From an optimization exercise on the open Yosys and OpenROAD flow, aimed at small area and a short achievable clock period; shortcuts taken in it are not production practice. The RTL was checked by simulation tests, not by an equivalence proof against the original design. Power figures rest on the tool's default switching activity, not on a simulated workload.

==> design/flow/design.v <==
module control_unit(
    input wire clk,
    input wire reset,
    input wire OV,
    input wire EQ,
    input wire GT,
    input wire LT,
    input wire [5:0] OPCODE,
    input wire [5:0] FUNCT,
    output reg        PC_write,
    output reg        MEM_wr,
    output reg        IR_write,
    output reg        B_write,
    output reg        MDR_write,
    output reg        ALUReg_write,
    output reg        EPC_write,
    output reg        REG_write,
    output reg  [1:0] reg_dst,
    output wire [1:0] except,
    output wire [1:0] MEM_toMDR,
    output reg  [1:0] BtoC,
    output reg  [1:0] ALU_srcA,
    output reg  [2:0] IorD,
    output reg  [2:0] ALU_srcB,
    output reg  [2:0] ALU_OP,
    output reg  [2:0] PC_src,
    output reg  [3:0] MEM_toreg,
    output wire       loadA,      
    output wire       minit,      
    output wire       mstep       
);
    localparam [5:0]
        F0A   = 6'd0,    
        F0B   = 6'd1,    
        F1    = 6'd2,    
        DEC   = 6'd3,    
        DEC2  = 6'd4,    
        RALU  = 6'd5,    
        BW    = 6'd6,    
        SLTX  = 6'd7,    
        BW45  = 6'd8,    
        SH1   = 6'd9,    
        SH2   = 6'd10,   
        SHS   = 6'd11,   
        RTE   = 6'd12,   
        BRK   = 6'd13,   
        MULT  = 6'd14,   
        MULT2 = 6'd15,   
        MF    = 6'd16,   
        IMM   = 6'd17,   
        LUI   = 6'd18,   
        BRA   = 6'd19,   
        BRB   = 6'd20,   
        MRA   = 6'd21,   
        MRB   = 6'd22,   
        MDR   = 6'd23,   
        REGW  = 6'd24,   
        STORE = 6'd25,   
        JUMP  = 6'd26,   
        JAL   = 6'd27,   
        JADDR = 6'd28,   
        JR    = 6'd29,   
        ADDM2 = 6'd30,   
        ADDM3 = 6'd31,   
        NOOP  = 6'd32,   
        OVF   = 6'd33,   
        EXC   = 6'd34;   
    wire r_type   = (OPCODE == 6'h00);
    wire op_addm  = (OPCODE == 6'h01);
    wire op_addiu = (OPCODE == 6'h09);
    reg [5:0] S;
    reg [6:0] K;
    reg       OV_p, EQ_p, GT_p, LT_p, reset_p;
    reg [5:0] state;
    reg [6:0] count;
    always @* begin
        state = F0A;
        count = 7'd0;
        if (!reset_p) begin
            case (S)
                F0A:   state = F0B;
                F0B:   state = F1;
                F1:    state = DEC;
                DEC:   state = DEC2;
                DEC2: begin
                    case (OPCODE)
                        6'h00: begin
                            case (FUNCT)
                                6'h20, 6'h22, 6'h24:               state = RALU;
                                6'h18:                             state = MULT;
                                6'h08:                             state = JR;
                                6'h10, 6'h12:                      state = MF;
                                6'h00, 6'h02, 6'h03, 6'h04, 6'h07: state = SH1;
                                6'h2a:                             state = SLTX;
                                6'h0d:                             state = BRK;
                                6'h13:                             state = RTE;
                                default:                           state = DEC2;
                            endcase
                        end
                        6'h08, 6'h09, 6'h01,
                        6'h20, 6'h21, 6'h23, 6'h28, 6'h29, 6'h2b: state = IMM;
                        6'h04, 6'h05, 6'h06, 6'h07:               state = BRA;
                        6'h0f:                                    state = LUI;
                        6'h0a:                                    state = SLTX;
                        6'h02:                                    state = JUMP;
                        6'h03:                                    state = JAL;
                        default:                                  state = NOOP;
                    endcase
                end
                RALU:  state = BW;
                IMM: begin
                    if (OPCODE == 6'h2b)
                        state = STORE;
                    else if (OPCODE[5:1] == 5'b00100)
                        state = BW;
                    else
                        state = MRA;
                end
                MRA:   state = MRB;
                MRB: begin
                    if (op_addm)
                        state = ADDM2;
                    else if (OPCODE[3])
                        state = STORE;
                    else
                        state = MDR;
                end
                MDR:   state = REGW;
                ADDM2: state = ADDM3;
                ADDM3: state = BW;
                BW: begin
                    if (OV_p && !op_addiu) begin
                        state = OVF;
                        count = op_addm ? 7'd6 : 7'd2;
                    end
                end
                OVF: begin
                    count = K + 7'd1;
                    state = (count == 7'd4) ? EXC : OVF;
                end
                NOOP:  state = EXC;
                SLTX:  state = BW45;
                SH1:   state = SH2;
                SH2:   state = SHS;
                MULT: begin
                    if (K > 7'd32) begin
                        state = MULT2;
                    end else begin
                        state = MULT;
                        count = K + 7'd1;
                    end
                end
                JAL:   state = JADDR;
                BRA:   state = BRB;
                default: state = F0A;
            endcase
        end
    end
    always @(posedge clk) begin
        S       <= state;
        K       <= count;
        OV_p    <= OV;
        EQ_p    <= EQ;
        GT_p    <= GT;
        LT_p    <= LT;
        reset_p <= reset;
    end
    wire br_take = OPCODE[1] ? (GT_p ^ ~OPCODE[0]) : (EQ_p ^ OPCODE[0]);
    always @* begin
        PC_write     = 1'b0;
        MEM_wr       = 1'b0;
        IR_write     = 1'b0;
        B_write      = 1'b0;
        MDR_write    = 1'b0;
        ALUReg_write = 1'b0;
        EPC_write    = 1'b0;
        REG_write    = 1'b0;
        reg_dst      = 2'b00;
        BtoC         = 2'b00;
        ALU_srcA     = 2'b01;
        IorD         = 3'b000;
        ALU_srcB     = 3'b000;
        ALU_OP       = 3'b001;
        PC_src       = 3'b000;
        MEM_toreg    = 4'b0000;
        if (reset_p) begin
            REG_write = 1'b1;
            reg_dst   = 2'b10;
            MEM_toreg = 4'b0100;
        end else begin
            case (S)
                F1: begin
                    PC_write = 1'b1;
                    IR_write = 1'b1;
                    ALU_srcA = 2'b00;
                    ALU_srcB = 3'b001;
                end
                DEC: begin
                    B_write      = 1'b1;
                    ALUReg_write = 1'b1;
                    ALU_srcA     = 2'b00;
                    ALU_srcB     = 3'b001;
                end
                DEC2: begin
                    ALU_srcA = 2'b00;
                    ALU_OP   = 3'b000;
                end
                RALU: begin
                    ALUReg_write = 1'b1;
                    ALU_OP = FUNCT[2] ? 3'b011 : FUNCT[1] ? 3'b010 : 3'b001;
                end
                IMM: begin
                    ALUReg_write = 1'b1;
                    ALU_srcB     = 3'b010;
                end
                ADDM3: begin
                    ALUReg_write = 1'b1;
                end
                MRA, MRB: begin
                    IorD = 3'b001;
                end
                ADDM2, MDR: begin
                    MDR_write = 1'b1;
                end
                MF: begin
                    REG_write = 1'b1;
                    MEM_toreg = FUNCT[1] ? 4'b0011 : 4'b0010;
                end
                REGW: begin
                    REG_write = 1'b1;
                    MEM_toreg = 4'b0001;
                end
                STORE: begin
                    IorD   = 3'b001;
                    MEM_wr = 1'b1;
                    BtoC   = OPCODE[1] ? 2'b00 : OPCODE[0] ? 2'b01 : 2'b10;
                end
                JUMP: begin
                    PC_write = 1'b1;
                    PC_src   = 3'b010;
                end
                JAL: begin
                    ALUReg_write = 1'b1;
                    ALU_srcA     = 2'b00;
                    ALU_OP       = 3'b000;
                end
                JADDR: begin
                    REG_write = 1'b1;
                    reg_dst   = 2'b11;
                    PC_write  = 1'b1;
                    PC_src    = 3'b010;
                end
                JR: begin
                    PC_write = 1'b1;
                    ALU_OP   = 3'b000;
                end
                BRA, BRB: begin
                    ALU_OP   = 3'b111;
                    PC_src   = 3'b001;
                    PC_write = br_take;
                end
                BW: begin
                    REG_write = ~OV_p | op_addiu;
                    reg_dst   = {1'b0, ~(OPCODE[3] ^ OPCODE[0])};
                end
                SLTX: begin
                    ALU_srcB = r_type ? 3'b000 : 3'b010;
                    ALU_OP   = 3'b000;
                end
                BW45: begin
                    REG_write = 1'b1;
                    MEM_toreg = LT_p ? 4'b0110 : 4'b0101;
                    reg_dst   = {1'b0, r_type};
                end
                SHS: begin
                    REG_write = 1'b1;
                    MEM_toreg = 4'b0111;
                    reg_dst   = 2'b01;
                end
                RTE: begin
                    PC_write = 1'b1;
                    PC_src   = 3'b100;
                end
                NOOP, OVF: begin
                    IorD = 3'b010;
                end
                EXC: begin
                    EPC_write = 1'b1;
                    PC_write  = 1'b1;
                    PC_src    = 3'b011;
                end
                LUI: begin
                    REG_write = 1'b1;
                    MEM_toreg = 4'b1000;
                end
                BRK: begin
                    PC_write = 1'b1;
                    ALU_srcA = 2'b00;
                    ALU_srcB = 3'b001;
                    ALU_OP   = 3'b010;
                end
                default: begin
                end
            endcase
        end
    end
    assign except    = {1'b0, S == OVF};             
    assign MEM_toMDR = (OPCODE[5] & ~OPCODE[1]) ? {~OPCODE[0], OPCODE[0]} : 2'b00;
    assign loadA     = (S == DEC2) && !reset_p;
    assign minit     = (S == MULT) && (K == 7'd1) && !reset_p;
    assign mstep     = (S == MULT) && (K >= 7'd2) && (K <= 7'd33) && !reset_p;
endmodule
module cpu (
    input wire clk,
    input wire reset,
    output wire [31:0] mem_addr,
    output wire        mem_wr,
    output wire [31:0] mem_wdata,
    input  wire [31:0] mem_rdata
);
    wire PC_write, MEM_wr, IR_write, B_write, MDR_write, ALUReg_write;
    wire EPC_write, REG_write;
    wire [1:0] reg_dst, except, MEM_toMDR, BtoC, ALU_srcA;
    wire [2:0] IorD, ALU_srcB, ALU_OP, PC_src;
    wire [3:0] MEM_toreg;
    wire loadA, minit, mstep;
    wire wsel_hi  = (BtoC == 2'b01) || (BtoC == 2'b10);
    wire wsel_mid = (BtoC == 2'b10);
    wire OV, EQ, GT, LT;
    reg [31:0] PC, IR, A, B, ALUOut, EPC, Hi, Lo;
    reg        q;
    reg        epc_valid, hl_valid;
    wire [5:0]  OPCODE = IR[31:26];
    wire [5:0]  FUNCT  = IR[5:0];
    wire [4:0]  RS     = IR[25:21];
    wire [4:0]  RT     = IR[20:16];
    wire [4:0]  RD     = IR[15:11];
    wire [15:0] IMM    = IR[15:0];
    wire [31:0] IMM_SX = {{16{IMM[15]}}, IMM};
    reg [31:0] valid;
    reg [1:0]  phase;
    always @(posedge clk)
        phase <= phase + 2'd1;
    wire        imm_shift = (OPCODE == 6'h00) && (FUNCT[5:2] == 4'b0000);
    wire [4:0]  raddr = (B_write || imm_shift) ? RT : RS;
    wire [1:0]  rpos = raddr[1:0] + phase;
    wire [31:0] rsel = (32'b1 << {raddr[4:2], rpos}) & {32{valid[raddr]}};
    wire [31:0] rf [0:31];      
    wire [31:0] rdata;
    genvar rb, rk;
    generate
        for (rb = 0; rb < 32; rb = rb + 1) begin : rd_bit
            wire [31:0] col;
            for (rk = 0; rk < 32; rk = rk + 1) begin : rd_reg
                assign col[rk] = rf[rk][rb];
            end
            rf_read_bit u_rd (.d(col), .sel(rsel), .y(rdata[rb]));
        end
    endgenerate
    reg  [4:0]  waddr;
    always @* begin
        case (reg_dst)
            2'b00: waddr = RT;
            2'b01: waddr = RD;
            2'b10: waddr = 5'd29;
            default: waddr = 5'd31;
        endcase
    end
    wire [31:0] sh_out;
    wire [31:0] sh_out_n;
    shifter u_sh (.A(A), .B(B[4:0]), .FUNCT(FUNCT), .SHAMT(IMM[10:6]), .Y_n(sh_out_n));
    assign sh_out = ~sh_out_n;
    reg        wp;
    reg [4:0]  wp_addr;
    reg [3:0]  wp_sel;
    wire [4:0] w_addr = wp ? wp_addr : waddr;
    wire [3:0] w_sel  = wp ? wp_sel : MEM_toreg;
    wire       w_req  = wp | REG_write;
    wire       w_now  = w_req && ((w_addr[1:0] + phase + 2'd1) == 2'd0);
    always @(posedge clk or posedge reset) begin
        if (reset)
            wp <= 1'b0;
        else
            wp <= w_req && !w_now;
    end
    always @(posedge clk) begin
        if (!wp) begin
            wp_addr <= waddr;
            wp_sel  <= MEM_toreg;
        end
    end
    reg [31:0] wdata;
    always @* begin
        case (w_sel)
            4'b0000: wdata = ALUOut;
            4'b0001: wdata = A;           
            4'b0010: wdata = hl_valid ? Hi : 32'b0;
            4'b0011: wdata = hl_valid ? Lo : 32'b0;
            4'b0100: wdata = 32'd227;
            4'b0110: wdata = 32'd1;
            4'b0111: wdata = sh_out;
            4'b1000: wdata = {IMM, 16'b0};
            default: wdata = 32'b0;
        endcase
    end
    genvar rg;
    generate
        for (rg = 0; rg < 8; rg = rg + 1) begin : ring
            reg [31:0] p0, p1, p2, p3;
            always @(posedge clk) begin
                p0 <= (w_now && w_addr[4:2] == rg) ? wdata : p3;
                p1 <= p0;
                p2 <= p1;
                p3 <= p2;
            end
            assign rf[4*rg]   = p0;
            assign rf[4*rg+1] = p1;
            assign rf[4*rg+2] = p2;
            assign rf[4*rg+3] = p3;
        end
    endgenerate
    always @(posedge clk or posedge reset) begin
        if (reset)
            valid <= 32'b0;
        else if (REG_write)
            valid[waddr] <= 1'b1;
    end
    wire [31:0] alu_a = mstep ? Hi : (ALU_srcA == 2'b00 ? PC : A);
    reg  [31:0] alu_b;
    always @* begin
        case (ALU_srcB)
            3'b001:  alu_b = 32'd4;
            3'b010:  alu_b = IMM_SX;
            default: alu_b = B;
        endcase
    end
    wire [2:0] op = mstep ? ({Lo[0], q} == 2'b10 ? 3'b010 :
                             {Lo[0], q} == 2'b01 ? 3'b001 : 3'b000) : ALU_OP;
    wire [31:0] alu_s;
    alu32 u_alu (.a(alu_a), .b(alu_b), .op(op), .s(alu_s), .ov(OV), .eq(EQ), .lt(LT), .gt(GT));
    always @(posedge clk) begin
        if (IR_write)
            IR <= mem_rdata;
    end
    reg [31:0] mdr_in;
    always @* begin
        case (MEM_toMDR)
            2'b01:   mdr_in = {{16{mem_rdata[15]}}, mem_rdata[15:0]};
            2'b10:   mdr_in = {{24{mem_rdata[7]}}, mem_rdata[7:0]};
            default: mdr_in = mem_rdata;
        endcase
    end
    always @(posedge clk) begin
        if (loadA)
            A <= rdata;
        else if (MDR_write)
            A <= mdr_in;
    end
    always @(posedge clk or posedge reset) begin
        if (reset)
            B <= 32'b0;
        else if (B_write)
            B <= rdata;
    end
    always @(posedge clk or posedge reset) begin
        if (reset)
            ALUOut <= 32'b0;
        else if (ALUReg_write)
            ALUOut <= alu_s;
    end
    always @(posedge clk) begin
        if (EPC_write)
            EPC <= PC;
    end
    always @(posedge clk or posedge reset) begin
        if (reset) begin
            epc_valid <= 1'b0;
            hl_valid  <= 1'b0;
        end else begin
            if (EPC_write)
                epc_valid <= 1'b1;
            if (minit)
                hl_valid <= 1'b1;
        end
    end
    reg [31:0] pc_in;
    always @* begin
        case (PC_src)
            3'b001:  pc_in = ALUOut;
            3'b010:  pc_in = {PC[31:28], IR[25:0], 2'b00};
            3'b011:  pc_in = {{24{mem_rdata[7]}}, mem_rdata[7:0]};
            3'b100:  pc_in = epc_valid ? EPC : 32'b0;
            default: pc_in = alu_s;
        endcase
    end
    always @(posedge clk or posedge reset) begin
        if (reset)
            PC <= 32'b0;
        else if (PC_write)
            PC <= pc_in;
    end
    always @(posedge clk) begin
        if (minit) begin
            Hi <= 32'b0;
            Lo <= A;
            q  <= 1'b0;
        end else if (mstep) begin
            Hi <= {alu_s[31], alu_s[31:1]};
            Lo <= {alu_s[0], Lo[31:1]};
            q  <= Lo[0];
        end
    end
    assign mem_addr  = (IorD == 3'b001) ? ALUOut :
                       (IorD == 3'b010) ? {30'd63, except == 2'b00 ? 2'b01 : 2'b10} :
                       PC;
    assign mem_wr    = MEM_wr;
    wire [31:8] wsel = {{16{wsel_hi}}, {8{wsel_mid}}};
    wire [31:8] wb_n = ~(B[31:8] & ~wsel);
    wire [31:8] wm_n;
    genvar wdi;
    generate
        for (wdi = 8; wdi < 32; wdi = wdi + 1) begin : wd_bit
            nand2 u_m (.a(mem_rdata[wdi]), .b(wsel[wdi]), .y(wm_n[wdi]));
            nand2 u_o (.a(wm_n[wdi]), .b(wb_n[wdi]), .y(mem_wdata[wdi]));
        end
    endgenerate
    assign mem_wdata[7:0] = B[7:0];
    control_unit CTRL(
      .clk(clk),
      .reset(reset),
      .OV(OV),
      .EQ(EQ),
      .GT(GT),
      .LT(LT),
      .OPCODE(OPCODE),
      .FUNCT(FUNCT),
      .PC_write(PC_write),
      .MEM_wr(MEM_wr),
      .IR_write(IR_write),
      .B_write(B_write),
      .MDR_write(MDR_write),
      .ALUReg_write(ALUReg_write),
      .EPC_write(EPC_write),
      .REG_write(REG_write),
      .reg_dst(reg_dst),
      .except(except),
      .MEM_toMDR(MEM_toMDR),
      .BtoC(BtoC),
      .ALU_srcA(ALU_srcA),
      .IorD(IorD),
      .ALU_srcB(ALU_srcB),
      .ALU_OP(ALU_OP),
      .PC_src(PC_src),
      .MEM_toreg(MEM_toreg),
      .loadA(loadA),
      .minit(minit),
      .mstep(mstep)
    );
endmodule
module rf_read_bit (
    input  wire [31:0] d,
    input  wire [31:0] sel,
    output wire        y
);
    wire [10:0] t;
    genvar k;
    generate
        for (k = 0; k < 10; k = k + 1) begin : grp
            aoi222 u_aoi (.a0(d[3*k]),   .b0(sel[3*k]),
                          .a1(d[3*k+1]), .b1(sel[3*k+1]),
                          .a2(d[3*k+2]), .b2(sel[3*k+2]), .y(t[k]));
        end
    endgenerate
    assign t[10] = ~((d[30] & sel[30]) | (d[31] & sel[31]));
    assign y = ~&t;
endmodule
module aoi222 (
    input  wire a0, b0, a1, b1, a2, b2,
    output wire y
);
    assign y = ~((a0 & b0) | (a1 & b1) | (a2 & b2));
endmodule
module shifter (
    input  wire [31:0] A,
    input  wire [4:0]  B,
    input  wire [5:0]  FUNCT,
    input  wire [4:0]  SHAMT,
    output wire [31:0] Y_n
);
    wire        left  = ~FUNCT[1];
    wire [4:0]  n     = FUNCT[2] ? B : SHAMT;
    wire        fill  = ~(FUNCT[0] & A[31]);     
    wire [31:0] s1, s2, s3, s4, s5, s6;
    genvar i;
    generate
        for (i = 0; i < 32; i = i + 1) begin : st
            mux2i m1 (.a(A[i]),    .b(A[31-i]),   .s(left), .y(s1[i]));
            mux2i m2 (.a(s1[i]),   .b(i + 1  < 32 ? s1[(i+1)  % 32] :  fill), .s(n[0]), .y(s2[i]));
            mux2i m3 (.a(s2[i]),   .b(i + 2  < 32 ? s2[(i+2)  % 32] : ~fill), .s(n[1]), .y(s3[i]));
            mux2i m4 (.a(s3[i]),   .b(i + 4  < 32 ? s3[(i+4)  % 32] :  fill), .s(n[2]), .y(s4[i]));
            mux2i m5 (.a(s4[i]),   .b(i + 8  < 32 ? s4[(i+8)  % 32] : ~fill), .s(n[3]), .y(s5[i]));
            mux2i m6 (.a(s5[i]),   .b(i + 16 < 32 ? s5[(i+16) % 32] :  fill), .s(n[4]), .y(s6[i]));
            mux2i m7 (.a(s6[i]),   .b(s6[31-i]),  .s(left), .y(Y_n[i]));
        end
    endgenerate
endmodule
module mux2i (
    input  wire a,
    input  wire b,
    input  wire s,
    output wire y
);
    assign y = ~(s ? b : a);
endmodule
module alu32 (
    input  wire [31:0] a,
    input  wire [31:0] b,
    input  wire [2:0]  op,
    output reg  [31:0] s,
    output wire        ov,
    output wire        eq,
    output wire        lt,
    output wire        gt
);
    wire [31:0] nb   = (op == 3'b001) ? b : ~b;
    wire [32:0] sum  = {1'b0, a} + {1'b0, nb} + {32'b0, op[1]};
    wire [31:0] soma = sum[31:0];
    wire        c31  = soma[31] ^ a[31] ^ nb[31];
    assign ov = sum[32] ^ c31;
    always @* begin
        case (op)
            3'b000:  s = a;
            3'b011:  s = a & b;
            default: s = soma;
        endcase
    end
    assign eq = (soma == 32'b0) & ~ov;
    assign lt = (soma[31] & ~ov) | (ov & a[31]);
    assign gt = ((~soma[31] & ~ov) | (ov & ~a[31])) & ~eq;
endmodule
module nand2 (
    input  wire a,
    input  wire b,
    output wire y
);
    assign y = ~(a & b);
endmodule
==> design/flow/flow/run.sh <==
#!/bin/bash
# Layout flow: the standard synthesis, then the standard ORFS steps with
#  - small plain buffers on the ports (buf_2 instead of the default delay-cell pick; timing repair sizes the critical ones),
#  - timing repair free to change cell footprints and aiming below the 16 ns clock,
#  - a clock tree of clkbuf_8 leaf buffers driving up to 14 flip-flops, no dummy loads.
set -euo pipefail
cd "$(dirname "$0")/.."
bash standard.sh synth > flow_synth.log 2>&1
bash standard.sh \
  "BUFFER_PORTS_ARGS=-buffer_cell sky130_fd_sc_hd__buf_2" \
  MATCH_CELL_FOOTPRINT=0 \
  SETUP_SLACK_MARGIN=9.4 \
  "CTS_ARGS=-sink_clustering_enable -repair_clock_nets -sink_clustering_size 14 -sink_clustering_max_diameter 70 -buf_list sky130_fd_sc_hd__clkbuf_8 -dont_use_dummy_load" \
  finish > flow_layout.log 2>&1
==> design/flow/standard.sh <==
#!/bin/bash
# synth_recipe.tcl (not shown) runs the flow's synth.tcl, then flattens the netlist and writes it again
# the make line also repeats each setting of config.mk as NAME=value (left out here)
make -C /OpenROAD-flow-scripts/flow DESIGN_CONFIG=/design/flow/config.mk WORK_HOME=/design/flow/orfs CLKGATE_MAP_FILE= SYNTH_SCRIPT=/design/flow/synth_recipe.tcl "${@:-finish}"
==> design/flow/config.mk <==
export PLATFORM = sky130hd
export DESIGN_NAME = cpu
export DESIGN_NICKNAME = cpu
export VERILOG_FILES = /design/flow/design.v
export SDC_FILE = /design/flow/constraint.sdc
export NUM_CORES = 4
export LEC_CHECK = 0
export CAP_MARGIN = 20
export CORE_MARGIN = 2
export CORE_UTILIZATION = 55
export SLEW_MARGIN = 20
export SYNTH_HIERARCHICAL = 1
==> design/flow/constraint.sdc <==
create_clock -name core_clock -period 16.0 [get_ports {clk}]
set_input_delay 3.2000 -clock core_clock [delete_from_list [all_inputs] [get_ports {clk}]]
set_output_delay 3.2000 -clock core_clock [all_outputs]
set_load 0.01 [all_outputs]
==> results.cfg, run 1 <==
[placed_design]
dpl_worst_slack_ps = 8640
dpl.hpwl_mm = 114
place_congestion = 0.989
io_buffers = 98

[grt]
grt_max_degree = 65
overflow = 0
first_global_vias = 37629
track_usage = 0.355
antenna_found_initial = 6
grt_first_pass_wirelength_mm = 257

[die]
pin_count = 99
design.die.area_um2 = 96600
die_y_um = 311
dieWidth_um = 311
core_area_um2 = 93300
rows = 112
start_util = 0.555

[layout]
final_cell_mix = dfxtp_1, mux2_2, a222oi_1
final_nets = 4638
area_delta_synth_final_pct = 8.86
final_common_cell = dfxtp_1
drive_gt1_frac = 0.194
fin_util = 0.604

[yosys]
synth_area_leader_cell = dfxtp_1
async_flop_share = 0.0975
synthCells = 4412
syn-cell-area_um2 = 51800
synth_seq_cells = 1344
yosys_warnings = 9
synth_edf_count = 128
synth-seq-area-share = 0.557
synthFlopType = dfxtp_1
yosysTopAreaCellShare = 0.419
ys_top_cells_by_area = dfxtp_1, mux2_2, edfxtp_1, a222oi_1, dfrtp_1
synth_area_per_cell_um2 = 11.7
yosys.cell_types.count = 98

[clock_tree]
cts_tree = built
htree_levels = 3
cts_buffer_depth = 3
postCtsHoldBufs = 0
clock_sinks = 1344
root_buffer = clkbuf_8
clk_pin_slew_ps = 90
numCtsBuffers = 110
clkLatencyLatePin_ps = 820

[drt]
drtAntennaViolNets = 0
vias = 39310
wl_mm = 178
post_drt_wl_per_cell_um = 30.5
vias_per_cell = 6.76
firstDrtPassIters = 9
drc = 0
drt_iter0_drc = 5496

[pwr]
ir_drop_v = 0.000103
switching_power_w = 0.00295
p_seq_frac = 0.538
netSwitchingFraction = 0.349
power.density_nw_per_um2 = 150
p_leak_nw = 21.7
p_int_w = 0.00550
p_comb_frac = 0.265
p_clk_frac = 0.198

[worst_setup_path]
cp_slowest_stage_delay_ps = 130
rr_worst_depth = 22
cp-endpoint = mem_wdata[21]
crit_arrival_ps = 3560
start_kind = primary input
crit_path_top_delay_cell = buf_6
timing.rr.start = CTRL.S[1]
timing.rr.end = CTRL.EQ_p
required_ps = 12800
cp_max_fo = 2
crit_chain = buf_12, nand2_4, nand2_4, buf_6
crit_type = primary input to output pin
startpoint = mem_rdata[21]
crit_path_frequent_cell = nand2_4
critPathCaptureType = output pin
ff2ff_setup_slack_ps = 9640

[sta]
tightest_slew_ps = 1220
drv_slew = 0
whs_ps = 312
finalCriticalPeriod_ps = 6760
fin_setup_tns_ps = 0
rsz0062_at_grt = true
hold_viol_final = 0
period_share = 0.423
fin_skew_ps = 112
finalSetupViolCount = 0
slew_headroom = 0.186
setup_ws_ps = 9240
clock.fmax_mhz = 148

[outcome]
status = finished clean

[flow_run]
drv_cap = 0

[worst_hold_path]
hold_class = flop to flop
## power groups by stage
stage / Sequential [W] / Combinational [W] / Clock, W
after floorplan: 0.00441 / 0.00143 / 0
after global placement: 0.00458 / 0.00214 / 0
final: 0.00455 / 0.00224 / 0.00167
after detailed placement: 0.00459 / 0.00214 / 0
after CTS: 0.00452 / 0.00217 / 0.00170
after global routing: 0.00461 / 0.00237 / 0.00181
## Yosys stat by module (local to each module, per instance)
module	flops+latches	copies in the design	cells	cell area, um2
alu32	0	1	411	2790
aoi222	0	320	1	10.0
control_unit	18	1	332	2210
cpu	1326	1	2909	39900
mux2i	0	224	1	10.0
nand2	0	48	1	3.75
rf_read_bit	0	32	5	36.3
shifter	0	1	8	70.1
## sequential cells by signal, summed over array words and instances (netlist names), 5 cells and up
register,count
ring.p0,256
ring.p1,256
ring.p2,256
ring.p3,256
ALUOut,32
A,32
B,32
EPC,32
IR,32
Lo,32
PC,32
valid,32
Hi,31
CTRL.K,7
CTRL.S,6
wp_addr,5
## cell type report
type | count | area, um2
well taps | 1254 | 1570
fillers | 7789 | 37000
repair buffers | 224 | 1780
inverters | 90 | 347
multi-input cells | 2787 | 22300
diodes | 7 | 17.5
flip-flops and latches | 1344 | 28900
clock buffers | 110 | 1510
## synthesized netlist by cell type (12+ instances only)
cell type,number
xnor2_1,63
nor4_1,14
mux2_1,34
nor2b_1,28
nand3_1,25
o21ai_1,16
a222oi_1,343
nand2_1,315
xor2_1,24
clkbuf_1,116
nor2_1,178
o21ai_0,171
a22oi_1,27
ha_1,45
mux2i_1,325
nand4_1,86
dfxtp_1,1085
a22o_1,64
buf_1,21
o21bai_1,15
buf_2,27
a31oi_1,12
inv_1,89
buf_4,15
nand2b_1,43
a21o_1,33
a21oi_1,195
o211ai_1,48
nor3_1,46
a221oi_1,19
or4_4,33
o221ai_1,22
or2_2,12
buf_6,15
mux2_2,360
nor3b_1,13
dfrtp_1,131
edfxtp_1,128
o2111ai_1,12
## critical path, delay by kind of cell
kind | cells | cell delay, ps
and+or+nand+nor | 2 | 120
buffers and inverters | 2 | 250
## how the worst min path moves through the flow
stage                   start              to  slack, ps  cells after the start
4_1_cts        ring[2].p1[20]  ring[2].p2[20]        300                      0
5_1_grt        ring[2].p1[20]  ring[2].p2[20]        310                      0
3_3_place_gp   ring[2].p1[21]  ring[2].p2[21]        330                      0
6_report       ring[2].p1[20]  ring[2].p2[20]        310                      0
2_1_floorplan   ring[0].p0[0]   ring[0].p1[0]        330                      0
3_5_place_dp   ring[4].p2[29]  ring[4].p3[29]        340                      0
## cell families after synthesis
kind of cell	after synthesis	share of synthesized area
flip-flops	1344	0.557
AO/OA/AOI/OAI	1070	0.158
AND/OR/NAND/NOR	857	0.0843
multiplexers	721	0.149
buffers and inverters	284	0.0245
XOR/XNOR	88	0.0150
adder cells (fa/ha/maj)	47	0.0116
other	1	0.0000724
## layer usage
layer,GRT usage,vias to the layer above,wire length (um)
met3,0.0726,429,16900
met2,0.549,2118,78700
met5,0,-,0
met1,0.480,19587,73300
met4,0.161,0,8560
li1,-,17176,-
## what timing repair did
action	4_1_cts	5_1_grt
endpoints found under the setup margin	89	58
buffers inserted	23	3
gates cloned	0	1
gates resized for setup	109	30
pin swaps	20	3
## through the flow
step | power [W] | instance area [um2] | std cells
6_report | 0.00845 | 56400 | 5816
5_1_grt | 0.00880 | 56400 | 5811
4_1_cts | 0.00840 | 56200 | 5802
3_5_place_dp | 0.00673 | 54000 | 5669
3_3_place_gp | 0.00672 | 54000 | 5669
2_1_floorplan | 0.00584 | 51800 | 4415
==> inputs of run 2 (changes only) <==
--- a/design/flow/design.v
+++ b/design/flow/design.v
@@ -337,14 +337,14 @@
     wire [4:0]  RD     = IR[15:11];
     wire [15:0] IMM    = IR[15:0];
     wire [31:0] IMM_SX = {{16{IMM[15]}}, IMM};
-    reg [31:0] valid;
+    wire [31:0] valid;         
     reg [1:0]  phase;
     always @(posedge clk)
         phase <= phase + 2'd1;
     wire        imm_shift = (OPCODE == 6'h00) && (FUNCT[5:2] == 4'b0000);
     wire [4:0]  raddr = (B_write || imm_shift) ? RT : RS;
     wire [1:0]  rpos = raddr[1:0] + phase;
-    wire [31:0] rsel = (32'b1 << {raddr[4:2], rpos}) & {32{valid[raddr]}};
+    wire [31:0] rsel = (32'b1 << {raddr[4:2], rpos}) & valid;
     wire [31:0] rf [0:31];      
     wire [31:0] rdata;
     genvar rb, rk;
@@ -406,25 +406,44 @@
     genvar rg;
     generate
         for (rg = 0; rg < 8; rg = rg + 1) begin : ring
-            reg [31:0] p0, p1, p2, p3;
+            reg  [31:0] p0, p1, p2, p3;
+            wire        wr   = w_now && (w_addr[4:2] == rg);
+            wire        wr_n = ~wr;
+            wire [31:0] p0_in;
+            genvar rb2;
+            for (rb2 = 0; rb2 < 32; rb2 = rb2 + 1) begin : in_bit
+                ao22 u_in (.a0(wdata[rb2]), .b0(wr), .a1(p3[rb2]), .b1(wr_n), .y(p0_in[rb2]));
+            end
             always @(posedge clk) begin
-                p0 <= (w_now && w_addr[4:2] == rg) ? wdata : p3;
+                p0 <= p0_in;
                 p1 <= p0;
                 p2 <= p1;
                 p3 <= p2;
             end
+            reg v0, v1, v2, v3;
+            always @(posedge clk or posedge reset) begin
+                if (reset) begin
+                    v0 <= 1'b0;
+                    v1 <= 1'b0;
+                    v2 <= 1'b0;
+                    v3 <= 1'b0;
+                end else begin
+                    v0 <= wr | v3;
+                    v1 <= v0;
+                    v2 <= v1;
+                    v3 <= v2;
+                end
+            end
+            assign valid[4*rg]   = v0;
+            assign valid[4*rg+1] = v1;
+            assign valid[4*rg+2] = v2;
+            assign valid[4*rg+3] = v3;
             assign rf[4*rg]   = p0;
             assign rf[4*rg+1] = p1;
             assign rf[4*rg+2] = p2;
             assign rf[4*rg+3] = p3;
         end
     endgenerate
-    always @(posedge clk or posedge reset) begin
-        if (reset)
-            valid <= 32'b0;
-        else if (REG_write)
-            valid[waddr] <= 1'b1;
-    end
     wire [31:0] alu_a = mstep ? Hi : (ALU_srcA == 2'b00 ? PC : A);
     reg  [31:0] alu_b;
     always @* begin
@@ -438,10 +457,10 @@
                              {Lo[0], q} == 2'b01 ? 3'b001 : 3'b000) : ALU_OP;
     wire [31:0] alu_s;
     alu32 u_alu (.a(alu_a), .b(alu_b), .op(op), .s(alu_s), .ov(OV), .eq(EQ), .lt(LT), .gt(GT));
-    always @(posedge clk) begin
-        if (IR_write)
-            IR <= mem_rdata;
-    end
+    wire [31:0] IR_d;
+    hold_mux u_ir_h (.d(mem_rdata), .q(IR), .en(IR_write), .y(IR_d));
+    always @(posedge clk)
+        IR <= IR_d;
     reg [31:0] mdr_in;
     always @* begin
         case (MEM_toMDR)
@@ -450,28 +469,30 @@
             default: mdr_in = mem_rdata;
         endcase
     end
-    always @(posedge clk) begin
-        if (loadA)
-            A <= rdata;
-        else if (MDR_write)
-            A <= mdr_in;
-    end
+    wire [31:0] A_d;
+    hold_mux u_a_h (.d(loadA ? rdata : mdr_in), .q(A), .en(loadA | MDR_write), .y(A_d));
+    always @(posedge clk)
+        A <= A_d;
+    wire [31:0] B_d;
+    hold_mux u_b_h (.d(rdata), .q(B), .en(B_write), .y(B_d));
     always @(posedge clk or posedge reset) begin
         if (reset)
             B <= 32'b0;
-        else if (B_write)
-            B <= rdata;
+        else
+            B <= B_d;
     end
+    wire [31:0] ALUOut_d;
+    hold_mux u_alo_h (.d(alu_s), .q(ALUOut), .en(ALUReg_write), .y(ALUOut_d));
     always @(posedge clk or posedge reset) begin
         if (reset)
             ALUOut <= 32'b0;
-        else if (ALUReg_write)
-            ALUOut <= alu_s;
-    end
-    always @(posedge clk) begin
-        if (EPC_write)
-            EPC <= PC;
+        else
+            ALUOut <= ALUOut_d;
     end
+    wire [31:0] EPC_d;
+    hold_mux u_epc_h (.d(PC), .q(EPC), .en(EPC_write), .y(EPC_d));
+    always @(posedge clk)
+        EPC <= EPC_d;
     always @(posedge clk or posedge reset) begin
         if (reset) begin
             epc_valid <= 1'b0;
@@ -493,22 +514,24 @@
             default: pc_in = alu_s;
         endcase
     end
+    wire [31:0] PC_d;
+    hold_mux u_pc_h (.d(pc_in), .q(PC), .en(PC_write), .y(PC_d));
     always @(posedge clk or posedge reset) begin
         if (reset)
             PC <= 32'b0;
-        else if (PC_write)
-            PC <= pc_in;
+        else
+            PC <= PC_d;
     end
+    wire [31:0] Hi_d, Lo_d;
+    hold_mux u_hi_h (.d(minit ? 32'b0 : {alu_s[31], alu_s[31:1]}), .q(Hi), .en(minit | mstep), .y(Hi_d));
+    hold_mux u_lo_h (.d(minit ? A : {alu_s[0], Lo[31:1]}), .q(Lo), .en(minit | mstep), .y(Lo_d));
     always @(posedge clk) begin
-        if (minit) begin
-            Hi <= 32'b0;
-            Lo <= A;
-            q  <= 1'b0;
-        end else if (mstep) begin
-            Hi <= {alu_s[31], alu_s[31:1]};
-            Lo <= {alu_s[0], Lo[31:1]};
-            q  <= Lo[0];
-        end
+        Hi <= Hi_d;
+        Lo <= Lo_d;
+        if (minit)
+            q <= 1'b0;
+        else if (mstep)
+            q <= Lo[0];
     end
     assign mem_addr  = (IorD == 3'b001) ? ALUOut :
                        (IorD == 3'b010) ? {30'd63, except == 2'b00 ? 2'b01 : 2'b10} :
@@ -645,3 +668,23 @@
 );
     assign y = ~(a & b);
 endmodule
+module ao22 (
+    input  wire a0, b0, a1, b1,
+    output wire y
+);
+    assign y = (a0 & b0) | (a1 & b1);
+endmodule
+module hold_mux (
+    input  wire [31:0] d,
+    input  wire [31:0] q,
+    input  wire        en,
+    output wire [31:0] y
+);
+    wire en_n = ~en;
+    genvar i;
+    generate
+        for (i = 0; i < 32; i = i + 1) begin : b
+            ao22 u (.a0(d[i]), .b0(en), .a1(q[i]), .b1(en_n), .y(y[i]));
+        end
+    endgenerate
+endmodule
--- a/design/flow/flow/run.sh
+++ b/design/flow/flow/run.sh
@@ -9,6 +9,6 @@
 bash standard.sh \
   "BUFFER_PORTS_ARGS=-buffer_cell sky130_fd_sc_hd__buf_2" \
   MATCH_CELL_FOOTPRINT=0 \
-  SETUP_SLACK_MARGIN=9.4 \
+  SETUP_SLACK_MARGIN=9.3 \
   "CTS_ARGS=-sink_clustering_enable -repair_clock_nets -sink_clustering_size 14 -sink_clustering_max_diameter 70 -buf_list sky130_fd_sc_hd__clkbuf_8 -dont_use_dummy_load" \
   finish > flow_layout.log 2>&1
==> run 2 against run 1 <==
  * Clock skew decreased by 9.9 ps
  * First-iteration DRC count up 6.6%
  * Wire length is 3.7% higher
  * Power increased by 9.4%
  * Setup slack lost 23 ps
  * Die area fell by 3.8%
  * Sequential power is 2% lower
  * Flip-flop and latch count is 1 higher
  * Synthesized cell count down 1.7%
  * Highest routed layer is now met5
==> results.cfg, run 2 <==
[outcome]
status = finished clean

[sta]
hold_viol_final = 0
rsz0062_at_grt = true
tightest_slew_ps = 1210
finalSetupViolCount = 0
slew_headroom = 0.183
period_share = 0.424
drv_slew = 0
fin_skew_ps = 102
clock.fmax_mhz = 147
finalCriticalPeriod_ps = 6790
fin_setup_tns_ps = 0

[die]
start_util = 0.554
design.die.area_um2 = 93000
die_y_um = 305
pin_count = 99
rows = 110
dieWidth_um = 305
core_area_um2 = 89900

[worst_hold_path]
whs_endpoint = ring[0].p2[30]
hp-start = ring[0].p1[30]
holdPathStages = 0
hold_class = flop to flop

[clock_tree]
htree_levels = 3
clk_pin_slew_ps = 90
numCtsBuffers = 110
cts_buffer_depth = 3
clkLatencyLatePin_ps = 840
clock_sinks = 1345
root_buffer = clkbuf_8
postCtsHoldBufs = 0
cts_tree = built

[layout]
area_delta_synth_final_pct = 8.85
fillers = 7504
final_nets = 4588
drive_gt1_frac = 0.127
final_common_cell = dfxtp_1
final_cell_mix = dfxtp_1, a22o_1, a222oi_1

[drt]
wl_mm = 184
drt_iter0_drc = 5860
vias = 40331
post_drt_wl_per_cell_um = 32.4
drtAntennaViolNets = 0
vias_per_cell = 7.09
firstDrtPassIters = 10
drc = 0

[yosys]
synth_area_per_cell_um2 = 11.5
yosys_warnings = 9
yosysTopAreaCellShare = 0.488
synth_edf_count = 0
synthFlopType = dfxtp_1
ys_top_cells_by_area = dfxtp_1, a22o_1, a222oi_1, dfrtp_1, mux2i_1
synth-seq-area-share = 0.554
yosys.cell_types.count = 99
async_flop_share = 0.0974
synth_common_cells = dfxtp_1, a22o_1, a222oi_1
synthCells = 4339
yosysMostFrequentCell = dfxtp_1
synth_area_leader_cell = dfxtp_1
syn-cell-area_um2 = 49800
synth_seq_cells = 1345

[worst_setup_path]
ff2ff_setup_slack_ps = 9720
timing.rr.start = CTRL.S[1]
crit_type = primary input to output pin
rr_worst_depth = 21
crit_arrival_ps = 3590
cp_max_fo = 2
critPathCaptureType = output pin
start_kind = primary input
required_ps = 12800
timing.rr.end = CTRL.GT_p

[grt]
grt_first_pass_wirelength_mm = 266
grt_max_degree = 80
track_usage = 0.382
overflow = 0
first_global_vias = 38730
antenna_found_initial = 5

[placed_design]
place_congestion = 0.995
io_buffers = 98
dpl.hpwl_mm = 119

[pwr]
power.density_nw_per_um2 = 171
ir_drop_v = 0.0000974
p_leak_nw = 21.4
p_total_w = 0.00925

[flow_run]
drv_cap = 0
## run 2: timing repair
action / CTS / global route
cloned: 1 / 0
setup buffers: 13 / 12
resized for setup: 65 / 47
setup endpoints to repair: 63 / 103
pin swaps: 16 / 12
## run 2: logic make-up (layout without fill, tap and decap cells)
kind of cell / after synthesis / count (layout) / synth area share
muxes: 328 / 328 / 0.0690
buffers and inverters: 232 / 397 / 0.0196
other: 1 / 10 / 0.0000753
AOI/OAI and AO/OA: 1509 / 1509 / 0.247
DFF: 1345 / 1345 / 0.554
adders and majority gates: 44 / 44 / 0.0114
xor gates and xnor gates: 80 / 80 / 0.0145
and+or+nand+nor: 800 / 801 / 0.0844
## run 2: routing by layer
metal	vias to the layer above	part of all wire	track usage
li1	17428	-	-
met1	20085	0.40	0.499
met2	2309	0.44	0.597
met3	505	0.091	0.0736
met4	4	0.061	0.213
met5	-	0.00016	0
## run 2: worst max-delay path by stage
stage	from	to	slack [ps]
final	mem_rdata[31]	mem_wdata[31]	9210
after global routing	mem_rdata[31]	mem_wdata[31]	9220
after CTS	mem_rdata[31]	mem_wdata[31]	9240
after detailed placement	mem_rdata[31]	mem_wdata[31]	8980
after global placement	mem_rdata[31]	mem_wdata[31]	8980
after floorplan	reset	ALUOut[0]	9300
## run 2: cell type report
cell class	instances	area (um2)	share of cell area
clock buffers	110	1510	0.0279
well taps	1176	1470	0.0271
flip-flops and latches	1345	27600	0.509
repair buffers	215	1670	0.0307
multi-input cells	2766	21700	0.400
inverters	72	280	0.00517
diodes	6	15.0	0.000277
## run 2: power breakdown
part / switching [W] / internal [W] / leakage [nW]
clock network: 0.00107 / 0.000610 / 0.791
registers: 0.000571 / 0.00391 / 11.6
logic: 0.00200 / 0.00109 / 9.08
total: 0.00364 / 0.00561 / 21.4
## run 2: stage by stage
| stage | worst slack, ps | util | area, um2 | hold slack (ps) | std cells |
|---|---|---|---|---|---|
| global placement | 8980 | 0.579 | 52000 | 331 | 5548 |
| CTS | 9240 | 0.600 | 53900 | 306 | 5672 |
| detailed placement | 8980 | 0.579 | 52000 | 334 | 5548 |
| floorplan | 9300 | - | 49800 | 330 | 4342 |
| global route | 9220 | 0.603 | 54200 | 317 | 5685 |
| finish | 9210 | 0.603 | 54200 | 309 | 5690 |
## run 2: critical path, stage by stage
cell and delay, ps:
buf_12 110, nand2_4 60, nand2_4 80, buf_6 140
## run 2: modules after synthesis (local to each module, per instance)
module	cell area [um2]	flops+latches	cells inside
aoi222	10.0	0	1
alu32	2780	0	414
shifter	70.1	0	8
rf_read_bit	36.3	0	5
mux2i	10.0	0	1
control_unit	2380	18	361
nand2	3.75	0	1
cpu	33300	1327	2284
hold_mux	3.75	0	1
ao22	8.76	0	1
==> inputs of run 3 (changes only) <==
--- a/design/flow/design.v
+++ b/design/flow/design.v
@@ -339,8 +339,12 @@
     wire [31:0] IMM_SX = {{16{IMM[15]}}, IMM};
     wire [31:0] valid;         
     reg [1:0]  phase;
-    always @(posedge clk)
-        phase <= phase + 2'd1;
+    always @(posedge clk or posedge reset) begin
+        if (reset)
+            phase <= 2'd0;
+        else
+            phase <= phase + 2'd1;
+    end
     wire        imm_shift = (OPCODE == 6'h00) && (FUNCT[5:2] == 4'b0000);
     wire [4:0]  raddr = (B_write || imm_shift) ? RT : RS;
     wire [1:0]  rpos = raddr[1:0] + phase;
@@ -367,9 +371,7 @@
         endcase
     end
     wire [31:0] sh_out;
-    wire [31:0] sh_out_n;
-    shifter u_sh (.A(A), .B(B[4:0]), .FUNCT(FUNCT), .SHAMT(IMM[10:6]), .Y_n(sh_out_n));
-    assign sh_out = ~sh_out_n;
+    shifter u_sh (.A(A), .B(B[4:0]), .FUNCT(FUNCT), .SHAMT(IMM[10:6]), .Y(sh_out));
     reg        wp;
     reg [4:0]  wp_addr;
     reg [3:0]  wp_sel;
@@ -389,20 +391,28 @@
             wp_sel  <= MEM_toreg;
         end
     end
-    reg [31:0] wdata;
-    always @* begin
-        case (w_sel)
-            4'b0000: wdata = ALUOut;
-            4'b0001: wdata = A;           
-            4'b0010: wdata = hl_valid ? Hi : 32'b0;
-            4'b0011: wdata = hl_valid ? Lo : 32'b0;
-            4'b0100: wdata = 32'd227;
-            4'b0110: wdata = 32'd1;
-            4'b0111: wdata = sh_out;
-            4'b1000: wdata = {IMM, 16'b0};
-            default: wdata = 32'b0;
-        endcase
-    end
+    wire ws_alu = (w_sel == 4'b0000);
+    wire ws_a   = (w_sel == 4'b0001);
+    wire ws_hi  = (w_sel == 4'b0010) & hl_valid;
+    wire ws_lo  = (w_sel == 4'b0011) & hl_valid;
+    wire ws_227 = (w_sel == 4'b0100);
+    wire ws_one = (w_sel == 4'b0110);
+    wire ws_sh  = (w_sel == 4'b0111);
+    wire ws_lui = (w_sel == 4'b1000);
+    wire [31:0] wconst = {24'b0, {3{ws_227}}, 3'b000, ws_227, ws_227 | ws_one};
+    wire [31:0] wdata;
+    genvar wb;
+    generate
+        for (wb = 0; wb < 32; wb = wb + 1) begin : wd
+            wire t0, t1;
+            aoi222 u_t0 (.a0(ALUOut[wb]), .b0(ws_alu), .a1(A[wb]), .b1(ws_a),
+                         .a2(Hi[wb]), .b2(ws_hi), .y(t0));
+            aoi222 u_t1 (.a0(Lo[wb]), .b0(ws_lo), .a1(sh_out[wb]), .b1(ws_sh),
+                         .a2(wb >= 16 ? IMM[wb % 16] : wconst[wb]),
+                         .b2(wb >= 16 ? ws_lui : 1'b1), .y(t1));
+            nand2 u_o (.a(t0), .b(t1), .y(wdata[wb]));
+        end
+    endgenerate
     genvar rg;
     generate
         for (rg = 0; rg < 8; rg = rg + 1) begin : ring
@@ -608,9 +618,10 @@
     input  wire [4:0]  B,
     input  wire [5:0]  FUNCT,
     input  wire [4:0]  SHAMT,
-    output wire [31:0] Y_n
+    output wire [31:0] Y
 );
     wire        left  = ~FUNCT[1];
+    wire        right = FUNCT[1];
     wire [4:0]  n     = FUNCT[2] ? B : SHAMT;
     wire        fill  = ~(FUNCT[0] & A[31]);     
     wire [31:0] s1, s2, s3, s4, s5, s6;
@@ -623,7 +634,7 @@
             mux2i m4 (.a(s3[i]),   .b(i + 4  < 32 ? s3[(i+4)  % 32] :  fill), .s(n[2]), .y(s4[i]));
             mux2i m5 (.a(s4[i]),   .b(i + 8  < 32 ? s4[(i+8)  % 32] : ~fill), .s(n[3]), .y(s5[i]));
             mux2i m6 (.a(s5[i]),   .b(i + 16 < 32 ? s5[(i+16) % 32] :  fill), .s(n[4]), .y(s6[i]));
-            mux2i m7 (.a(s6[i]),   .b(s6[31-i]),  .s(left), .y(Y_n[i]));
+            ao22 m7 (.a0(s6[i]), .b0(right), .a1(s6[31-i]), .b1(left), .y(Y[i]));
         end
     endgenerate
 endmodule
@@ -646,7 +657,8 @@
     output wire        gt
 );
     wire [31:0] nb   = (op == 3'b001) ? b : ~b;
-    wire [32:0] sum  = {1'b0, a} + {1'b0, nb} + {32'b0, op[1]};
+    wire [32:0] sum;
+    add32 u_add (.a(a), .b(nb), .cin(op[1]), .s(sum));
     wire [31:0] soma = sum[31:0];
     wire        c31  = soma[31] ^ a[31] ^ nb[31];
     assign ov = sum[32] ^ c31;
@@ -657,7 +669,17 @@
             default: s = soma;
         endcase
     end
-    assign eq = (soma == 32'b0) & ~ov;
+    wire [7:0] z4;
+    wire [1:0] z16;
+    genvar zi;
+    generate
+        for (zi = 0; zi < 8; zi = zi + 1) begin : zq
+            nor4 u_z (.a(soma[4*zi]), .b(soma[4*zi+1]), .c(soma[4*zi+2]), .d(soma[4*zi+3]), .y(z4[zi]));
+        end
+    endgenerate
+    nand4 u_z16a (.a(z4[0]), .b(z4[1]), .c(z4[2]), .d(z4[3]), .y(z16[0]));
+    nand4 u_z16b (.a(z4[4]), .b(z4[5]), .c(z4[6]), .d(z4[7]), .y(z16[1]));
+    assign eq = ~(z16[0] | z16[1] | ov);
     assign lt = (soma[31] & ~ov) | (ov & a[31]);
     assign gt = ((~soma[31] & ~ov) | (ov & ~a[31])) & ~eq;
 endmodule
@@ -688,3 +710,42 @@
         end
     endgenerate
 endmodule
+module add32 (
+    input  wire [31:0] a,
+    input  wire [31:0] b,
+    input  wire        cin,
+    output wire [32:0] s
+);
+    wire [31:0] p = a ^ b;
+    wire [31:0] g0 = (a & b) | {31'b0, p[0] & cin};
+    reg  [31:0] G, P;
+    integer l, i, j;
+    always @* begin
+        G = g0;
+        P = p;
+        for (l = 0; l < 5; l = l + 1) begin
+            for (i = 31; i >= 0; i = i - 1) begin
+                if ((i >> l) & 1) begin
+                    j = ((i >> l) << l) - 1;
+                    G[i] = G[i] | (P[i] & G[j]);
+                    P[i] = P[i] & P[j];
+                end
+            end
+        end
+    end
+    assign s[0] = p[0] ^ cin;
+    assign s[31:1] = p[31:1] ^ G[30:0];
+    assign s[32] = G[31];
+endmodule
+module nor4 (
+    input  wire a, b, c, d,
+    output wire y
+);
+    assign y = ~(a | b | c | d);
+endmodule
+module nand4 (
+    input  wire a, b, c, d,
+    output wire y
+);
+    assign y = ~(a & b & c & d);
+endmodule
==> run 3 against run 2 <==
  * Non-clock buffer count decreased by 6
  * Final cell count fell by 2.9%
  * Combinational power grew 2%
  * Synthesized cell count fell by 4.7%
  * First-iteration DRC count grew 2.1%
  * Wire length down 5.2%
  * Hold slack worse by 22 ps
  * Sequential power is 9.8% higher
  * Setup slack better by 26 ps
  * Power increased by 5.3%
  * Critical endpoint unchanged
  * Largest power group unchanged
==> results.cfg, run 3 <==
[die]
rows = 109
die_y_um = 303
start_util = 0.555
pin_count = 99
core_area_um2 = 88400
dieWidth_um = 303
design.die.area_um2 = 91500

[sta]
fin_setup_tns_ps = 0
finalCriticalPeriod_ps = 6760
setup_ws_ps = 9240
tightest_slew_ps = 1180
drv_slew = 0
finalSetupViolCount = 0
fin_skew_ps = 94.7
rsz0062_at_grt = true
slew_headroom = 0.215
period_share = 0.423
clock.fmax_mhz = 148
hold_viol_final = 0

[placed_design]
place_congestion = 0.970
place_area_um2 = 51300
io_buffers = 98
dpl_worst_slack_ps = 8600
dpl.hpwl_mm = 109
place_inst = 5369

[layout]
layout.cells.non_filler = 5526
drive_gt1_frac = 0.136
area_delta_synth_final_pct = 9.67
fin_area_um2 = 53800
final_nets = 4438
fillers = 7314
final_cell_mix = dfxtp_1, a22o_1, a222oi_1
final_common_cell = dfxtp_1

[grt]
antenna_found_initial = 4
track_usage = 0.369
grt_max_degree = 70
first_global_vias = 37295
grt_first_pass_wirelength_mm = 251
overflow = 0

[pwr]
power.density_nw_per_um2 = 181
ir_drop_v = 0.000123
p_leak_nw = 21.5

[drt]
vias_per_cell = 7.11
drtAntennaViolNets = 0
post_drt_wl_per_cell_um = 31.6
wl_mm = 175
drt_iter0_drc = 5984
drc = 0
vias = 39269
firstDrtPassIters = 10

[clock_tree]
postCtsHoldBufs = 0
root_buffer = clkbuf_8
numCtsBuffers = 110
clk_pin_slew_ps = 80
clkLatencyLatePin_ps = 810
cts_tree = built
htree_levels = 3
clock_sinks = 1345
cts_buffer_depth = 3

[worst_setup_path]
timing.rr.end = CTRL.GT_p
start_kind = primary input
crit_type = primary input to output pin
ff2ff_setup_slack_ps = 9400
timing.rr.start = CTRL.S[0]
cp_max_fo = 3
required_ps = 12800
crit_arrival_ps = 3560
rr_worst_depth = 26
critPathCaptureType = output pin

[yosys]
synth_common_cells = dfxtp_1, a22o_1, a222oi_1
async_flop_share = 0.0989
yosys_warnings = 10
syn-cell-area_um2 = 49000
synth_seq_cells = 1345
synth_edf_count = 0
ys_top_cells_by_area = dfxtp_1, a22o_1, a222oi_1, dfrtp_1, mux2i_1
synthCells = 4136
yosysMostFrequentCell = dfxtp_1
yosysTopAreaCellShare = 0.495
synthFlopType = dfxtp_1
synth-seq-area-share = 0.563
synth_area_per_cell_um2 = 11.9
synth_area_leader_cell = dfxtp_1
yosys.cell_types.count = 98

[worst_hold_path]
hold_class = flop to flop
hp-start = ring[5].p0[4]
holdPathStages = 0
whs_endpoint = ring[5].p1[4]

[flow_run]
drv_cap = 0

[outcome]
status = finished clean
## run 3: how the worst max path moves through the flow
stage	from	to	slack, ps	depth (start not counted)
floorplan	mem_rdata[16]	mem_wdata[16]	9450	2
global placement	CTRL.S[0]	CTRL.GT_p	8690	25
detailed placement	CTRL.S[0]	CTRL.GT_p	8600	25
CTS	mem_rdata[29]	mem_wdata[29]	9230	4
global route	CTRL.S[0]	CTRL.GT_p	9210	26
finish	mem_rdata[31]	mem_wdata[31]	9240	4
## run 3: report_power, final
part	internal, W	switching (W)
registers	0.00421	0.000710
logic	0.00120	0.00195
clock network	0.000610	0.00106
## run 3: cell families (layout without fill, tap and decap cells)
family	after synthesis	in the layout	share of synthesized area
AOI/OAI and AO/OA	1457	1457	0.250
DFF	1345	1345	0.563
and+or+nand+nor	706	706	0.0796
muxes	296	296	0.0623
buffers and inverters	208	399	0.0181
xor gates and xnor gates	74	74	0.0143
adders and majority gates	47	47	0.0129
other	3	37	0.000230
## run 3: per-layer routing
metal	wire, um	GRT usage
met3	16400	0.0755
met4	7720	0.164
met2	79600	0.587
met1	70900	0.486
met5	9	0
## run 3: what timing repair did
action                                  in CTS  in global routing
endpoints found under the setup margin     117                 45
pin swaps                                   20                 13
cloned                                       2                  1
setup buffers                               28                  9
resized for setup                          115                 46
## run 3: per-stage QoR
| stage | power, W | hold WS (ps) | util |
|---|---|---|---|
| after floorplan | 0.00680 | 330 | - |
| final | 0.00974 | 288 | 0.608 |
| after CTS | 0.00963 | 290 | 0.605 |
| after detailed placement | 0.00797 | 336 | 0.580 |
| after global placement | 0.00794 | 332 | 0.580 |
| after global routing | 0.0101 | 288 | 0.608 |
## run 3: final cells by class
cell class                      instances  area [um2]  share of cell area
Sequential cell                      1345       27600               0.513
Multi-Input combinational cell       2611       21100               0.392
Timing Repair Buffer                  209        1780              0.0330
Clock buffer                          110        1510              0.0282
Tap cell                             1165        1460              0.0271
Inverter                               80         308             0.00572
Antenna cell                            6        15.0            0.000279
## run 3: per-module statistics from Yosys, one instance, submodules excluded, excerpt
module        copies in the design  flip-flops and latches  cell area [um2]  cells
cpu                              1                    1327            31900   2044
control_unit                     1                      18             2380    352
add32                            1                       0             1480    192
alu32                            1                       0             1060    162
shifter                          1                       0             70.1      8
rf_read_bit                     32                       0             36.3      5
nor4                             8                       0             12.5      1
mux2i                          192                       0             10.0      1
ao22                           544                       0             8.76      1
nand4                            2                       0             6.26      1
nand2                           80                       0             3.75      1
hold_mux                         8                       0             3.75      1
## run 3: worst max-delay path, cell delays in order
cell,delay (ps)
buf_12,120
nand2_4,70
nand2_4,50
buf_6,120
==> inputs of run 4 (changes only) <==
==> design/flow/flow/run.sh (replaced) <==
#!/bin/bash
# Layout flow: the standard synthesis, then the standard ORFS steps with
#  - small plain buffers on the ports (buf_1 instead of the default delay-cell pick; timing repair sizes the critical ones),
#  - timing repair free to change cell footprints and aiming below the 16 ns clock,
#  - a clock tree of clkbuf_8 leaf buffers driving up to 14 flip-flops, no dummy loads.
set -euo pipefail
cd "$(dirname "$0")/.."
bash standard.sh synth > flow_synth.log 2>&1
bash standard.sh \
  "BUFFER_PORTS_ARGS=-buffer_cell sky130_fd_sc_hd__buf_1" \
  MATCH_CELL_FOOTPRINT=0 \
  SETUP_SLACK_MARGIN=9.3 \
  "CTS_ARGS=-sink_clustering_enable -repair_clock_nets -sink_clustering_size 14 -sink_clustering_max_diameter 70 -buf_list sky130_fd_sc_hd__clkbuf_8 -dont_use_dummy_load" \
  finish > flow_layout.log 2>&1
==> design/flow/config.mk (replaced) <==
export PLATFORM = sky130hd
export DESIGN_NAME = cpu
export DESIGN_NICKNAME = cpu
export VERILOG_FILES = /design/flow/design.v
export SDC_FILE = /design/flow/constraint.sdc
export NUM_CORES = 4
export LEC_CHECK = 0
export CAP_MARGIN = 10
export CORE_MARGIN = 2
export CORE_UTILIZATION = 55
export SLEW_MARGIN = 10
export SYNTH_HIERARCHICAL = 1
==> run 4 against run 3 <==
  * Sequential share of layout area is 0.19 points higher
  * Clock skew fell by 4.2 ps
  * Flip-flop and latch count is the same
  * Non-clock buffer count up 3
  * Via count increased by 0.30%
  * Largest cell class unchanged
  * Highest routed layer is now met4
==> results.cfg, run 4 <==
[yosys]
yosys.cell_types.count = 98
synthMuxAreaShare = 0.0623
synth_compound_area_frac = 0.250
yosysMostFrequentCell = dfxtp_1
synth_area_leader_cell = dfxtp_1
synth_common_cells = dfxtp_1, a22o_1, a222oi_1
synthFlopType = dfxtp_1
synth_area_per_cell_um2 = 11.9
synth_fa_ha_area_frac = 0.0129
synth-seq-area-share = 0.563
synth_edf_count = 0
synthCells = 4136
ys_top_cells_by_area = dfxtp_1, a22o_1, a222oi_1, dfrtp_1, mux2i_1
yosysTopAreaCellShare = 0.495
yosys_warnings = 10
async_flop_share = 0.0989
syn-cell-area_um2 = 49000
synthXorXnorAreaFrac = 0.0143
synth_top_family_by_area = compound AO/OA/AOI/OAI gates
yosys.area_share.simple = 0.0796
synth_seq_cells = 1345

[sta]
fin_setup_tns_ps = 0
clock.fmax_mhz = 148
fin_skew_ps = 90.5
slew_headroom = 0.153
drv_slew = 0
finalCriticalPeriod_ps = 6770
hold_viol_final = 0
period_share = 0.423
rsz0062_at_grt = true
finalSetupViolCount = 0
tightest_slew_ps = 1270

[clock_tree]
clkLatencyLatePin_ps = 820
htree_levels = 3
root_buffer = clkbuf_8
cts_tree = built
clock_sinks = 1345
cts_buffer_depth = 3
numCtsBuffers = 110
clk_pin_slew_ps = 90
postCtsHoldBufs = 0

[pwr]
p_seq_frac = 0.505
p_clk_frac = 0.172
switching_power_w = 0.00374
power.density_nw_per_um2 = 182
p_leak_nw = 21.3
ir_drop_v = 0.000108
p_comb_frac = 0.324
p_total_w = 0.00975
netSwitchingFraction = 0.384
p_int_w = 0.00601

[worst_setup_path]
ff2ff_setup_slack_ps = 9530
timing.rr.start = CTRL.S[0]
startpoint = mem_rdata[11]
cp_max_fo = 2
critPathCaptureType = output pin
start_kind = primary input
crit_type = primary input to output pin
crit_arrival_ps = 3570
required_ps = 12800

[grt]
antenna_found_initial = 2
first_global_vias = 37322
grt_first_pass_wirelength_mm = 253
grt_max_degree = 134
track_usage = 0.371
overflow = 0

[die]
design.die.area_um2 = 91500
start_util = 0.555
die_y_um = 303
dieWidth_um = 303
core_area_um2 = 88400
pin_count = 99
rows = 109

[worst_hold_path]
hold_class = flop to flop
hp-start = ring[0].p1[23]

[drt]
post_drt_wl_per_cell_um = 31.9
drc = 0
firstDrtPassIters = 13
wl_mm = 176
vias = 39388
drt_iter0_drc = 5926
drtAntennaViolNets = 0
vias_per_cell = 7.13

[placed_design]
place_congestion = 0.985
dpl.hpwl_mm = 109
io_buffers = 98

[layout]
drive_gt1_frac = 0.123
area_delta_synth_final_pct = 9.26
fin_util = 0.606
final_cell_mix = dfxtp_1, a22o_1, a222oi_1
final_common_cell = dfxtp_1
final_nets = 4441

[outcome]
status = finished clean

[flow_run]
drv_cap = 0
-- run 4: cell count changes in the layout (fill, tap and decap cells not counted), sizes merged --
cell   before  now
diode       6    4
buf       207  210
-- run 4: kinds of logic after synthesis --
logic type,after synthesis
xor gates and xnor gates,74
DFF,1345
AOI/OAI and AO/OA,1457
adders and majority gates,47
muxes,296
buffers and inverters,208
and+or+nand+nor,706
other,3
-- run 4: final cells by class --
cell class                      count  area (um2)
Multi-Input combinational cell   2611       21000
Inverter                           80         308
Timing Repair Buffer              212        1650
Antenna cell                        4        10.0
Clock buffer                      110        1510
Sequential cell                  1345       27600
Tap cell                         1165        1460
Fill cell                        7376       34800
-- run 4: stage by stage --
step	std cells	setup slack [ps]	cell area (um2)	hold WS, ps
final	5527	9230	53600	272
after global routing	5526	9230	53600	269
after floorplan	4164	9450	49100	330
after global placement	5376	8730	51200	332
after detailed placement	5376	8570	51200	335
after CTS	5515	9240	53400	267
-- run 4: worst paths after layout --
path / end / cells past startpoint
max reg2reg: CTRL.GT_p / 26
min in group asynchronous: B[0] / 3
min: ring[0].p2[23] / 0
max in group asynchronous: PC[22] / 3
min reg2reg: ring[0].p2[23] / 0
max: mem_wdata[11] / 4
-- run 4: Yosys stat by module, one instance, submodules excluded, excerpt --
module / times used / area [um2]
shifter: 1 / 70.1
rf_read_bit: 32 / 36.3
mux2i: 192 / 10.0
hold_mux: 8 / 3.75
alu32: 1 / 1060
control_unit: 1 / 2380
ao22: 544 / 8.76
add32: 1 / 1480
nand4: 2 / 6.26
nand2: 80 / 3.75
-- run 4: power groups by stage --
stage | clock network (W) | logic [W] | registers, W
after floorplan | 0 | 0.00214 | 0.00466
after global placement | 0 | 0.00302 | 0.00494
after detailed placement | 0 | 0.00303 | 0.00495
after CTS | 0.00169 | 0.00306 | 0.00488
after global routing | 0.00181 | 0.00334 | 0.00500
final | 0.00167 | 0.00316 | 0.00492
-- run 4: per-layer routing --
metal / vias to the layer above / track usage / part of all wire
met4: 0 / 0.147 / 0.044
met2: 2171 / 0.597 / 0.46
met3: 398 / 0.0653 / 0.089
met1: 19839 / 0.496 / 0.41
li1: 16980 / - / -
met5: - / 0 / 0
-- run 4: worst max-delay path, stage by stage --
cell and delay [ps]:
buf_6 90, nand2_2 70, nand2_1 70, buf_2 140
-- run 4: repair_timing --
item,CTS,global route
pin swaps,23,9
resized for setup,182,30
cloned,2,1
setup endpoints to repair,125,60
buffers inserted,27,7

-- what the ideal ports hide --
The results above use ideal ports. As a check the final layouts listed here were re-extracted and re-timed, cells and wires unchanged. Step 1, drivers: a clkbuf_16 drives clk and a buf_2 each remaining input, both assumed. Step 2 adds t to the input delays and takes it off the output delays; t is the mean of the earliest and latest rising clock arrival at the registers after step 1. Input paths then give back, and output paths get back, about the clock's delay inside the block. a / b / c = no drivers / after step 1 / after step 2; a / b = the first two.
| run | shift t [ns] | setup slack, ns | slew at the worst register clock pin (ns) | worst slew at a driven data input, ns |
|---|---|---|---|---|
| run 1 | 0.830 | 9.236 / 9.183 / 9.183 | 0.10 / 0.10 | 0.08 |
| run 2 | 0.848 | 9.213 / 9.097 / 9.097 | 0.11 / 0.11 | 0.17 |
| run 3 | 0.831 | 9.239 / 9.174 / 9.174 | 0.10 / 0.10 | 0.09 |
| run 4 | 0.845 | 9.225 / 9.185 / 9.185 | 0.10 / 0.10 | 0.07 |
After both steps setup and hold are still met in every run listed. The setup slack of run 2, which loses most, moves by -0.116 ns with the drivers and by -0.116 ns with both steps.
